This is an optimization exercise on Yosys and OpenROAD, whose aim is small area, a short achievable clock period and few clock cycles per item, not a production implementation.
At most, simulation tests tie the RTL to the original design; equivalence was not proved.
Power is estimated from default activity; no workload was simulated.

// riscv_base_divider
module riscv_base_divider (
    input           clk_i,
    input           rst_i,
    input           opcode_valid_i,
    input  [31:0]   opcode_opcode_i,
    input  [31:0]   opcode_pc_i,
    input           opcode_invalid_i,
    input  [4:0]    opcode_rd_idx_i,
    input  [4:0]    opcode_ra_idx_i,
    input  [4:0]    opcode_rb_idx_i,
    input  [31:0]   opcode_ra_operand_i,
    input  [31:0]   opcode_rb_operand_i,
    output          writeback_valid_o,
    output [31:0]   writeback_value_o
);
clock: 6.0 ns
lec_check: 0
cap_margin: 20
core_margin: 2
core_utilization: 40
cts_buf_list: sky130_fd_sc_hd__clkbuf_8
setup_slack_margin: 2.5
slew_margin: 20
standard.sh (not shown) runs the stock make flow with config.mk's settings and CLKGATE_MAP_FILE= SYNTH_SCRIPT=/design/flow/synth_recipe.tcl, a recipe that flattens the netlist after the stock synthesis.
==> flow/flow/run.sh <==
#!/bin/bash
set -euo pipefail
export BUFFER_PORTS_ARGS="-buffer_cell sky130_fd_sc_hd__buf_1"
bash standard.sh > flow.log 2>&1
The first run finished clean.
Testbench counts at the start, summed over its fixed seeds: cycles 23,597, divs 3,200.
Rerun with:
Settings changed: SETUP_SLACK_MARGIN 2.5 to 2.4, TNS_END_PERCENT set to 10.
Result:
- via count decreases by 0.79%
- final cell count drops by 0.79%
- final area goes down by 2.4%
- synthesized cell count does not change
- utilization falls by 1.1 points
- synthesized area does not change
Rerun with:
Settings changed: CORE_UTILIZATION 40 to 33, TNS_END_PERCENT 10 to not set.
After rerunning:
- final area came out higher by 1.8%
- utilization came out lower by 7.6 points
- setup slack degrades by 0.11 ns
- hold slack barely changes
- via count came out higher by 0.60%
- cell count came out higher by 4.7%
Rerun with:
Settings changed: CORE_UTILIZATION 33 to 50.
Result:
- The changed run completed with no timing, DRC or antenna violations
- cell count shrinks by 7.8%
- clock power grows by 14%
- fmax grows by 2.8%
- global-route usage grows by 9.2 points
- flip-flop and latch count does not change
- cell area shrinks by 0.71%
- via count grows by 0.74%
- total power grows by 2.6%

## maple
The RTL this note starts from:
==> flow/design.v <==
module riscv_base_divider (
    input           clk_i,
    input           rst_i,
    input           opcode_valid_i,
    input  [31:0]   opcode_opcode_i,
    input  [31:0]   opcode_pc_i,
    input           opcode_invalid_i,
    input  [4:0]    opcode_rd_idx_i,
    input  [4:0]    opcode_ra_idx_i,
    input  [4:0]    opcode_rb_idx_i,
    input  [31:0]   opcode_ra_operand_i,
    input  [31:0]   opcode_rb_operand_i,
    output          writeback_valid_o,
    output [31:0]   writeback_value_o
);
    wire inst_div_w  = (opcode_opcode_i & 32'hfe00707f) == 32'h2004033;
    wire inst_divu_w = (opcode_opcode_i & 32'hfe00707f) == 32'h2005033;
    wire inst_rem_w  = (opcode_opcode_i & 32'hfe00707f) == 32'h2006033;
    wire inst_remu_w = (opcode_opcode_i & 32'hfe00707f) == 32'h2007033;
    wire div_rem_inst_w = inst_div_w | inst_divu_w | inst_rem_w | inst_remu_w;
    wire valid_req_w = opcode_valid_i & div_rem_inst_w & ~opcode_invalid_i;
    localparam [1:0] S_IDLE = 2'd0, S_SETUP = 2'd1, S_ITER = 2'd2;
    reg [1:0]  state_q;
    reg        valid_q;
    reg [32:0] rem_q;      
    reg [32:0] div_q;      
    reg [31:0] quo_q;      
    reg [5:0]  cnt_q;      
    reg [5:0]  mb_q;       
    reg        is_div_q;
    reg        an_q;       
    reg        sub_q;      
    function [5:0] sigbits;
        input [31:0] v;
        input        top;
        reg [31:0] y;
        reg [31:0] x;
        reg [15:0] n1; reg [15:0] p1;
        reg [7:0]  n2; reg [15:0] p2;
        reg [3:0]  n3; reg [11:0] p3;
        reg [1:0]  n4; reg [7:0]  p4;
        integer i;
        begin
            y = v ^ {top, v[31:1]};
            x = {y[30:0], 1'b1};
            for (i = 0; i < 16; i = i + 1) begin
                n1[i] = x[2*i+1] | x[2*i];
                p1[i] = x[2*i+1];
            end
            for (i = 0; i < 8; i = i + 1) begin
                n2[i] = n1[2*i+1] | n1[2*i];
                p2[2*i+:2] = n1[2*i+1] ? {1'b1, p1[2*i+1]} : {1'b0, p1[2*i]};
            end
            for (i = 0; i < 4; i = i + 1) begin
                n3[i] = n2[2*i+1] | n2[2*i];
                p3[3*i+:3] = n2[2*i+1] ? {1'b1, p2[2*(2*i+1)+:2]} : {1'b0, p2[2*(2*i)+:2]};
            end
            for (i = 0; i < 2; i = i + 1) begin
                n4[i] = n3[2*i+1] | n3[2*i];
                p4[4*i+:4] = n3[2*i+1] ? {1'b1, p3[3*(2*i+1)+:3]} : {1'b0, p3[3*(2*i)+:3]};
            end
            sigbits = y[31] ? 6'd32 : {1'b0, n4[1] ? {1'b1, p4[7:4]} : {1'b0, p4[3:0]}};
        end
    endfunction
    wire        sgn_w   = ~opcode_opcode_i[12];
    wire        an_in_w = sgn_w & opcode_ra_operand_i[31];
    wire        bn_in_w = sgn_w & opcode_rb_operand_i[31];
    wire        sub_in_w = ~(an_in_w ^ bn_in_w);
    reg  [32:0] lowz_w;
    integer     m, e;
    always @* begin
        lowz_w = {~opcode_rb_operand_i, 1'b1};
        for (e = 1; e < 64; e = e * 2)
            for (m = 0; m < 33; m = m + 1)
                if (m % (2*e) == 2*e-1) lowz_w[m] = lowz_w[m] & lowz_w[m-e];
        for (e = 16; e >= 1; e = e / 2)
            for (m = 0; m < 33; m = m + 1)
                if (m >= 3*e-1 && (m - (3*e-1)) % (2*e) == 0) lowz_w[m] = lowz_w[m] & lowz_w[m-e];
    end
    reg  [33:0] pg_g, pg_p;
    integer     k, d;
    always @* begin
        pg_g = {rem_q & div_q, 1'b1};
        pg_p = {rem_q ^ div_q, 1'b0};
        for (d = 1; d < 64; d = d * 2)
            for (k = 0; k < 34; k = k + 1)
                if (k % (2*d) == 2*d-1) begin
                    pg_g[k] = pg_g[k] | (pg_p[k] & pg_g[k-d]);
                    pg_p[k] = pg_p[k] & pg_p[k-d];
                end
        for (d = 16; d >= 1; d = d / 2)
            for (k = 0; k < 34; k = k + 1)
                if (k >= 3*d-1 && (k - (3*d-1)) % (2*d) == 0) begin
                    pg_g[k] = pg_g[k] | (pg_p[k] & pg_g[k-d]);
                    pg_p[k] = pg_p[k] & pg_p[k-d];
                end
    end
    wire [32:0] hp_w    = rem_q ^ div_q;
    wire [32:0] t_w     = hp_w ^ pg_g[32:0];
    wire        tzero_w = &hp_w;
    wire        acc_w   = an_q ? (t_w[32] | tzero_w) : ~t_w[32];
    wire [6:0]  s_w      = {1'b0, cnt_q} - {1'b0, mb_q} + {6'd0, an_q};
    reg  [32:0] dsh_w;
    integer     j;
    always @* begin
        dsh_w = div_q;
        for (j = 0; j < 6; j = j + 1)
            if (s_w[j]) dsh_w = (dsh_w << (1 << j)) | ((33'd1 << (1 << j)) - 33'd1);
    end
    wire        bzero_q  = (mb_q == 6'd0) & (an_q ^ sub_q);
    wire        negq_w   = is_div_q & ~sub_q & ~bzero_q;
    wire        presub_w = acc_w & ~(is_div_q & sub_q);
    wire        last_w   = (cnt_q == 6'd0);
    wire       early_w = (state_q == S_SETUP) & s_w[6];
    wire       idle_w  = (state_q == S_IDLE) | early_w;
    always @(posedge clk_i or posedge rst_i) begin
        if (rst_i) begin
            state_q <= S_IDLE;
            valid_q <= 1'b0;
        end else begin
            valid_q <= 1'b0;
            case (state_q)
                S_IDLE:  if (valid_req_w) state_q <= S_SETUP;
                S_SETUP: if (early_w) begin
                             if (!valid_req_w) state_q <= S_IDLE;
                         end else if (bzero_q | ~acc_w | tzero_w) begin
                             state_q <= S_IDLE;
                             valid_q <= 1'b1;
                         end else
                             state_q <= S_ITER;
                default: if (last_w) begin
                             state_q <= S_IDLE;
                             valid_q <= 1'b1;
                         end
            endcase
        end
    end
    wire [5:0] ma_in_w = sigbits(opcode_ra_operand_i, an_in_w);
    wire [5:0] mb_in_w = sigbits(opcode_rb_operand_i, bn_in_w);
    always @(posedge clk_i) begin
        case ({idle_w, state_q})
            {1'b1, S_IDLE}, {1'b1, S_SETUP}: begin
                quo_q    <= 32'd0;
                is_div_q <= ~opcode_opcode_i[13];
                an_q     <= an_in_w;
                sub_q    <= sub_in_w;
                rem_q    <= {an_in_w, opcode_ra_operand_i};
                div_q    <= {bn_in_w, opcode_rb_operand_i} ^ ({33{sub_in_w}} | lowz_w);
                cnt_q    <= ma_in_w;
                mb_q     <= mb_in_w;
            end
            {1'b0, S_SETUP}: begin
                if (presub_w & ~bzero_q) rem_q <= t_w;
                quo_q <= {{31{bzero_q | (negq_w & acc_w)}},
                          bzero_q | (negq_w & acc_w) | (tzero_w & is_div_q & sub_q)};
                div_q <= dsh_w;
                cnt_q <= s_w[5:0];
            end
            default: begin
                if (acc_w) rem_q <= t_w;
                quo_q <= {quo_q[30:0], acc_w ^ negq_w};
                div_q <= {div_q[32], div_q[32:1]};
                cnt_q <= cnt_q - 6'd1;
            end
        endcase
    end
    assign writeback_valid_o = valid_q | early_w;
    assign writeback_value_o = is_div_q ? quo_q : rem_q[31:0];
endmodule
==> flow/config.mk <==
export PLATFORM = sky130hd
export DESIGN_NAME = riscv_base_divider
export DESIGN_NICKNAME = riscv_base_divider
export VERILOG_FILES = /design/flow/design.v
export SDC_FILE = /design/flow/constraint.sdc
export NUM_CORES = 4
export LEC_CHECK = 0
export CAP_MARGIN = 20
export CORE_MARGIN = 2
export CORE_UTILIZATION = 40
export CTS_BUF_LIST = sky130_fd_sc_hd__clkbuf_8
export SETUP_SLACK_MARGIN = 2.4
export SLEW_MARGIN = 20
==> flow/constraint.sdc <==
create_clock -name core_clock -period 6.0 [get_ports {clk_i}]
set_input_delay 1.2000 -clock core_clock [delete_from_list [all_inputs] [get_ports {clk_i}]]
set_output_delay 1.2000 -clock core_clock [all_outputs]
set_load 0.01 [all_outputs]
Scripts as last shown in full above: flow/flow/run.sh
Setup changes, maple to oak
- a deleted CTS_BUF_LIST that had been sky130_fd_sc_hd__clkbuf_8
- oak vs. maple: number of buffers other than clock buffers in the final layout went up by 5.
- Core utilization: oak higher than maple
- The worst-skew pair later-pin latency reported for oak is smaller than that of maple by 20 ps.
- Against maple, oak reports a via count of the first global-routing pass that is higher.
- Compared with maple, total wire length in oak decreased slightly.
- Diff maple -> oak | time the worst path needs with I/O delays and setup | decrease of 43 ps
No run of this note included a check of the RTL's function; only the layout flow was run.

[static timing again, ports no longer ideal]
The results above use ideal ports. As a check the final layouts listed here were re-extracted and re-timed, cells and wires unchanged.
Step 1: set_driving_cell puts a clkbuf_16 on clk_i and a buf_2 on each other input, an assumption about the parent block.
Step 2 times the ports against the registers' clock, not the clock port: input delays grow and output delays shrink by t, the midpoint of the rising clock arrivals with the driver on.
a / b / c = no drivers / after step 1 / after step 2; a / b = the first two.
run | t (ns) | slack for setup (ns) | worst setup path at the end | clock arrival spread, ns | worst slew at a driven data input, ns
the first run of note 1 | 0.496 | 2.418 / 2.418 / 2.143 | input to register | 0.023 / 0.023 | 0.05
the second run of note 1 | 0.493 | 2.413 / 2.413 / 2.102 | input to register | 0.017 / 0.016 | 0.06
the third run of note 1 | 0.499 | 2.307 / 2.307 / 2.145 | input to register | 0.018 / 0.018 | 0.05
the fourth run of note 1 | 0.506 | 2.408 / 2.408 / 2.174 | input to register | 0.020 / 0.020 | 0.07
maple | 0.489 | 2.011 / 1.974 / 2.219 | input to register | 0.012 / 0.012 | 0.04
oak | 0.476 | 2.053 / 2.006 / 2.224 | input to register | 0.015 / 0.015 | 0.04
After both steps every run listed still meets setup and hold. For the second run of note 1, which loses most, drivers alone change the setup slack by 0.000 ns; drivers and shift together by -0.311 ns.
